This is an optimization exercise on Yosys and OpenROAD, whose aim is small area, not a production implementation. Only simulation tests tie the RTL to the original design; equivalence was not proved. The clock port is modelled as an ideal driver; clocking choices that lean on that would not hold on a real chip.

==> run a <==
==> flow/design.v (excerpt) <==
module rtc_system
(
    input clk,
    input rst_n,
    input [3:0] key_in,
    output rtc_sclk,
    input rtc_sio_i,
    output rtc_sio_o,
    output rtc_sio_oe,
    output rtc_rst,
    output [7:0] smg_data,
    output [5:0] scan_sig,
    output config_sig
);
export LEC_CHECK = 0
export ABC_AREA = 1
export CAP_MARGIN = 20
export CORE_MARGIN = 2
export CORE_UTILIZATION = 40
export CTS_BUF_LIST = sky130_fd_sc_hd__clkbuf_8
export CTS_CLUSTER_DIAMETER = 200
export CTS_CLUSTER_SIZE = 60
export SLEW_MARGIN = 20
create_clock -name core_clock -period 20.0 [get_ports {clk}]
standard.sh (not shown) runs the stock make flow with config.mk's settings and CLKGATE_MAP_FILE= SYNTH_SCRIPT=/design/flow/synth_recipe.tcl, a recipe that flattens the netlist after the stock synthesis.
==> flow/flow/run.sh <==
#!/bin/bash
# Standard ORFS flow, except that synthesis maps the logic with an
# area-oriented ABC script (flow/abc_area.script, picked by ABC_AREA=1)
# without first extracting half/full adders, ports get the smallest buffer,
# and CTS adds no dummy loads.
# Registers are mapped exactly as the standard synthesis maps them.
set -euo pipefail
W=$(pwd)

rm -rf "$W/scripts_area"
cp -r "$FLOW_HOME/scripts" "$W/scripts_area"
cp "$W/flow/abc_area.script" "$W/scripts_area/abc_area.script"

SCRIPTS_DIR="$W/scripts_area" ADDER_MAP_FILE= bash "$W/standard.sh" synth > "$W/synth.log" 2>&1

export BUFFER_PORTS_ARGS="-buffer_cell sky130_fd_sc_hd__buf_1"
export CTS_ARGS="-sink_clustering_enable -repair_clock_nets -dont_use_dummy_load -sink_clustering_size 60 -sink_clustering_max_diameter 200 -buf_list sky130_fd_sc_hd__clkbuf_8"
bash "$W/standard.sh" > "$W/layout.log" 2>&1
==> flow/flow/abc_area.script <==
strash
dch
map -a
mfs2
strash
dch
map -a
mfs2
strash
dch
map -a
mfs2
strash
dch
map -a
mfs2
strash
dch
map -a
mfs2
strash
dch
map -a
topo
stime -c
==> run b: changes against run a <==
--- a/flow/design.v
+++ b/flow/design.v
@@ -9,29 +9,28 @@
     output rtc_sio_oe,
     output rtc_rst,
     output [7:0] smg_data,
     output [5:0] scan_sig,
     output config_sig
 );
-    localparam [15:0] C_4999  = 16'h191d;
-    localparam [15:0] C_49999 = 16'h638b;
-    localparam [15:0] TP = 16'haaaa;
+    localparam [15:0] C_4999  = 16'hee16;
+    localparam [15:0] C_49999 = 16'h42f2;
     reg [15:0] tc;
-    wire tc_wrap = (tc == (C_49999 ^ TP));
-    always @(posedge clk or negedge rst_n)
-        if (!rst_n)
-            tc <= TP;
+    wire tc_wrap = (tc == C_49999);
+    always @(posedge clk or negedge rst_n)
+        if (!rst_n)
+            tc <= 16'd0;
         else if (tc_wrap)
-            tc <= TP;
+            tc <= 16'd0;
         else
             tc <= {~tc[14:0], tc[15] ^ tc[12]};
     reg isEn;
     always @(posedge clk or negedge rst_n)
         if (!rst_n)
             isEn <= 1'b0;
-        else if (tc == (C_4999 ^ TP))
+        else if (tc == C_4999)
             isEn <= 1'b1;
     localparam [19:0] K_END = 20'h0ebd4;    
     localparam [19:0] KP = 20'haaaaa;       
     reg [3:0] kf1, kf2;
     always @(posedge clk) begin
         kf1 <= key_in;
@@ -85,22 +84,24 @@
     wire cmd_state = ~i[4] & (i[3:0] != 4'd11) & (i[3:2] != 2'b11 | i[1]);
     wire is_rd = ~i[4] & ~i[2] & (i[1:0] != 2'd3);
     wire is_wr = cmd_state & ~is_rd;
     wire [7:0] comp = (go == 2'd0) ? 8'h23 : 8'h59;
     wire [7:0] fld = (go == 2'd0) ? hour : (go == 2'd1) ? minute : second;
     wire below = (fld < comp);
-    wire pdec = (i == S_EDD);
-    wire [7:0] finc = (fld[3:0] >= 4'd9) ? {fld[7:4] + 1'b1, 4'd0} : {fld[7:4], fld[3:0] + 1'b1};
-    wire [7:0] fdec = (fld[3:0] != 4'd0) ? {fld[7:4], fld[3:0] - 1'b1} :
-                      (fld[7:4] != 4'd0) ? {fld[7:4] - 1'b1, 4'd9} : 8'h00;
-    wire [7:0] fnew = pdec ? fdec : finc;
+    wire pdec = (i == S_DEC);
+    wire [3:0] flo = fld[3:0], fhi = fld[7:4];
+    wire fcy = pdec ? (flo == 4'd0) : (flo >= 4'd9);
+    wire [3:0] fx = fcy ? fhi : flo;
+    wire [3:0] fy = pdec ? fx - 1'b1 : fx + 1'b1;
+    wire [7:0] fnew = fcy ? {fy, pdec, 2'b00, pdec} : {fhi, fy};
+    wire fkeep = (i == S_EDD) & (fld == 8'h00);
     wire in_edit = (i == S_EDT) | (i == S_EDI) | (i == S_EDD);
     wire rd_done = is_rd & cmd_done;
-    wire set_f = rd_done | ((i == S_EDI | i == S_EDD) & isConfig & (key_out[2:0] == 3'b000));
-    wire [1:0] f_sel = rd_done ? i[1:0] : go;
-    wire [7:0] f_val = rd_done ? sh_q : fnew;
+    wire set_f = rd_done | ((i == S_EDI | i == S_EDD) & isConfig & (key_out[2:0] == 3'b000) & ~fkeep);
+    wire [1:0] f_sel = go;
+    wire [7:0] f_val = sh_q;      
     wire quirk = (i == S_IN1) & ~below;
     always @(posedge clk) begin
             if (quirk)
                 hour <= fld;
             else if (set_f & (f_sel == 2'd0))
                 hour <= f_val;
@@ -134,21 +135,21 @@
                 S_IN2: i <= S_IN3;
                 S_IN3: i <= S_EDI;
                 S_DEC: i <= S_EDD;
                 default: if (cmd_done) i <= i + 1'b1;
             endcase
     always @(posedge clk)
-        if (i == S_WST)
-            go <= 2'd0;
+        if (!i[4])
+            go <= (i == S_WST) ? 2'd0 : i[1:0];
         else if (in_edit && isConfig && key_out[2:0] == 3'b001)
             go <= (go == 2'd2) ? 2'd0 : go + 1'b1;
     wire [7:0] addr = {4'b1000, i[1] & i[0], ~(i[1] ^ i[0]), i[0], is_rd};
-    wire [7:0] wdata = (i[1:0] == 2'd0) ? hour :
-                       (i[1:0] == 2'd1) ? minute :
-                       (i[1:0] == 2'd2) ? {i[3], second[6:0] & {7{~i[3]}}} :
-                                          {i[2] & ~i[3], 7'd0};
+    wire wfld = (i == S_WH) | (i == S_WM) | (i == S_WS);
+    wire [7:0] wdata = wfld ? {fld[7] & (i != S_WS), fld[6:0]} :
+                              {(i == S_WP) | (i == S_WST), 7'd0};
+    wire fs;                 
     reg [4:0] cnt;
     wire c24 = (cnt == 5'd24);
     always @(posedge clk)
         if (c24 | ~fs)
             cnt <= 5'd0;
         else
@@ -161,13 +162,13 @@
     reg [3:0] hb;
     reg isOut, rSIO, sclk, ce;
     reg [7:0] sh;
     assign sh_q = sh;
     wire in_bits = (ph != P_X);
     wire last_hb = (hb == 4'd15);
-    wire fs = in_bits | ~hb[3];      
+    assign fs = in_bits | ~hb[3];
     assign cmd_done = ~in_bits & (hb == X_D2);
     always @(posedge clk or negedge rst_n)
         if (!rst_n) begin
             ph <= P_X;
             hb <= X_ID;
             isOut <= 1'b1;
@@ -234,12 +235,14 @@
             end
             else if (hb[2:0] == X_S0[2:0])
                 sh <= addr;
             else if (hb[2:0] == X_S1[2:0])
                 sh <= wdata;
         end
+        else if (i == S_IN3 || i == S_DEC)
+            sh <= fnew;              
     assign rtc_sclk = sclk;
     assign rtc_rst = ce;
     assign rtc_sio_o = rSIO;
     assign rtc_sio_oe = isOut;
     reg [2:0] dg;            
     reg z;                   
==> flow/flow/run.sh (replaced) <==
#!/bin/bash
# Standard ORFS flow, except that synthesis maps the logic with an
# area-oriented ABC script (flow/abc_area.script, picked by ABC_AREA=1)
# without first extracting half/full adders, ports get the smallest buffer,
# and the clock tree is built from clkbuf_4 without dummy loads, then each
# clock buffer whose flip-flops would see a slow clock edge becomes a
# clkbuf_8 (flow/clkfix.tcl).
# Registers are mapped exactly as the standard synthesis maps them.
set -euo pipefail
W=$(pwd)

rm -rf "$W/scripts_area"
cp -r "$FLOW_HOME/scripts" "$W/scripts_area"
cp "$W/flow/abc_area.script" "$W/scripts_area/abc_area.script"

SCRIPTS_DIR="$W/scripts_area" ADDER_MAP_FILE= bash "$W/standard.sh" synth > "$W/synth.log" 2>&1

export BUFFER_PORTS_ARGS="-buffer_cell sky130_fd_sc_hd__buf_1"
export CTS_ARGS="-sink_clustering_enable -repair_clock_nets -dont_use_dummy_load -buf_list sky130_fd_sc_hd__clkbuf_4"
bash "$W/standard.sh" cts > "$W/cts.log" 2>&1

export RES_DIR="$W/orfs/results/$FLOW_PLATFORM/rtc_system/base"
export CLK_SLEW_LIMIT=0.115
openroad -no_init -exit "$W/flow/clkfix.tcl" > "$W/clkfix.log" 2>&1

bash "$W/standard.sh" > "$W/layout.log" 2>&1
==> flow/flow/clkfix.tcl (new file) <==
# After CTS (built from clkbuf_4): upsize each clock buffer whose flip-flop
# loads would see a slow clock edge to clkbuf_8, then legalize placement.
set res $::env(RES_DIR)
set plat $::env(FLOW_HOME)/platforms/$::env(FLOW_PLATFORM)
read_liberty $plat/lib/sky130_fd_sc_hd__tt_025C_1v80.lib
read_db $res/4_cts.odb
read_sdc $res/4_cts.sdc
source $plat/setRC.tcl
estimate_parasitics -placement

proc load_slew {inst} {
  set w 0
  foreach out [get_pins -of_objects $inst -filter "direction == output"] {
    foreach p [get_pins -of_objects [get_nets -of_objects $out] -filter "direction == input"] {
      set s [get_property $p slew_max]
      if {$s > $w} { set w $s }
    }
  }
  return $w
}

set n 0
foreach inst [get_cells -filter "ref_name == sky130_fd_sc_hd__clkbuf_4"] {
  set w [load_slew $inst]
  puts "clock buffer [get_full_name $inst]: load slew $w"
  if {$w > $::env(CLK_SLEW_LIMIT)} {
    replace_cell $inst sky130_fd_sc_hd__clkbuf_8
    incr n
  }
}
puts "upsized $n clock buffers"
estimate_parasitics -placement
set worst 0
foreach pin [get_pins -hierarchical */CLK] {
  set s [get_property $pin slew_max]
  if {$s > $worst} { set worst $s }
}
puts "worst flip-flop clock slew after: $worst"
detailed_placement
check_placement
write_db $res/4_cts.odb
- CORE_UTILIZATION: 40 -> 65
- CTS_BUF_LIST: sky130_fd_sc_hd__clkbuf_8 -> unset
- CTS_CLUSTER_DIAMETER: 200 -> unset
- CTS_CLUSTER_SIZE: 60 -> unset
==> parameters.txt <==
Parameter                              Value

Finish
  Non-Clock Buffer Area Fraction    1.314%
  Non-clock inverters    118

Worst setup path
  Cell Chain, Critical Path    clkinv_1 -> nor3_1 -> clkinv_1 -> o21ai_0 -> a21oi_1 -> o21ai_0 -> buf_1
  Number of stages on the worst setup path    7

Synth
  Post-synthesis sequential area ratio    57.55%

CTS
  Post-CTS clock slew at the launch and capture registers of the worst setup and hold paths    0.09 ns

Place
  Post-Place Worst Slack    14.40 ns

Outcome
  Result of the run  timing/DRC/antenna clean

Timing
  Setup slack of the critical path after layout    13.91 ns

Global route
  Met1 usage in global routing    23.39%
[end of results for run a]
==> parameters.txt <==
Parameter                              Value

Place
  Post-Place Worst Slack    14.28 ns

Outcome
  Result of the run  timing/DRC/antenna clean

Synth
  Post-synthesis sequential area ratio    59.64%

Worst setup path
  Cell Chain, Critical Path    clkinv_1 -> nor3_1 -> a31oi_1 -> a21oi_1 -> o211ai_1 -> buf_1
  Number of stages on the worst setup path    6

Timing
  Setup slack of the critical path after layout    13.78 ns

Global route
  Met1 usage in global routing    34.60%
[end of results for run b]

[port drivers added, routing unchanged]
No port has a modelled driver above. Below, the same layouts with a new extraction and two added sets of constraints.
Step 1 sets driving cells, clkbuf_16 on the clock port and buf_2 on the other inputs (assumed; they add their load-dependent delay and slew).
Step 2 also shifts input and output timing later by t, the mid clock arrival at the registers, as if the neighbouring blocks saw the same clock.
Slacks: ideal ports / drivers / drivers and shift; pairs: ideal ports / drivers.
| run | t, ns | setup slack, ns | worst hold slack (ns) | worst data-port slew with drivers (ns) | cell pins on the clock port's net |
|---|---|---|---|---|---|
| run a | 0.477 | 13.907 / 13.869 / 14.346 | 0.357 / 0.357 / 0.357 | 0.03 | 1 |
| run b | 0.471 | 13.781 / 13.745 / 14.216 | 0.343 / 0.343 / 0.343 | 0.03 | 1 |
After both steps setup and hold are still met in every run listed.
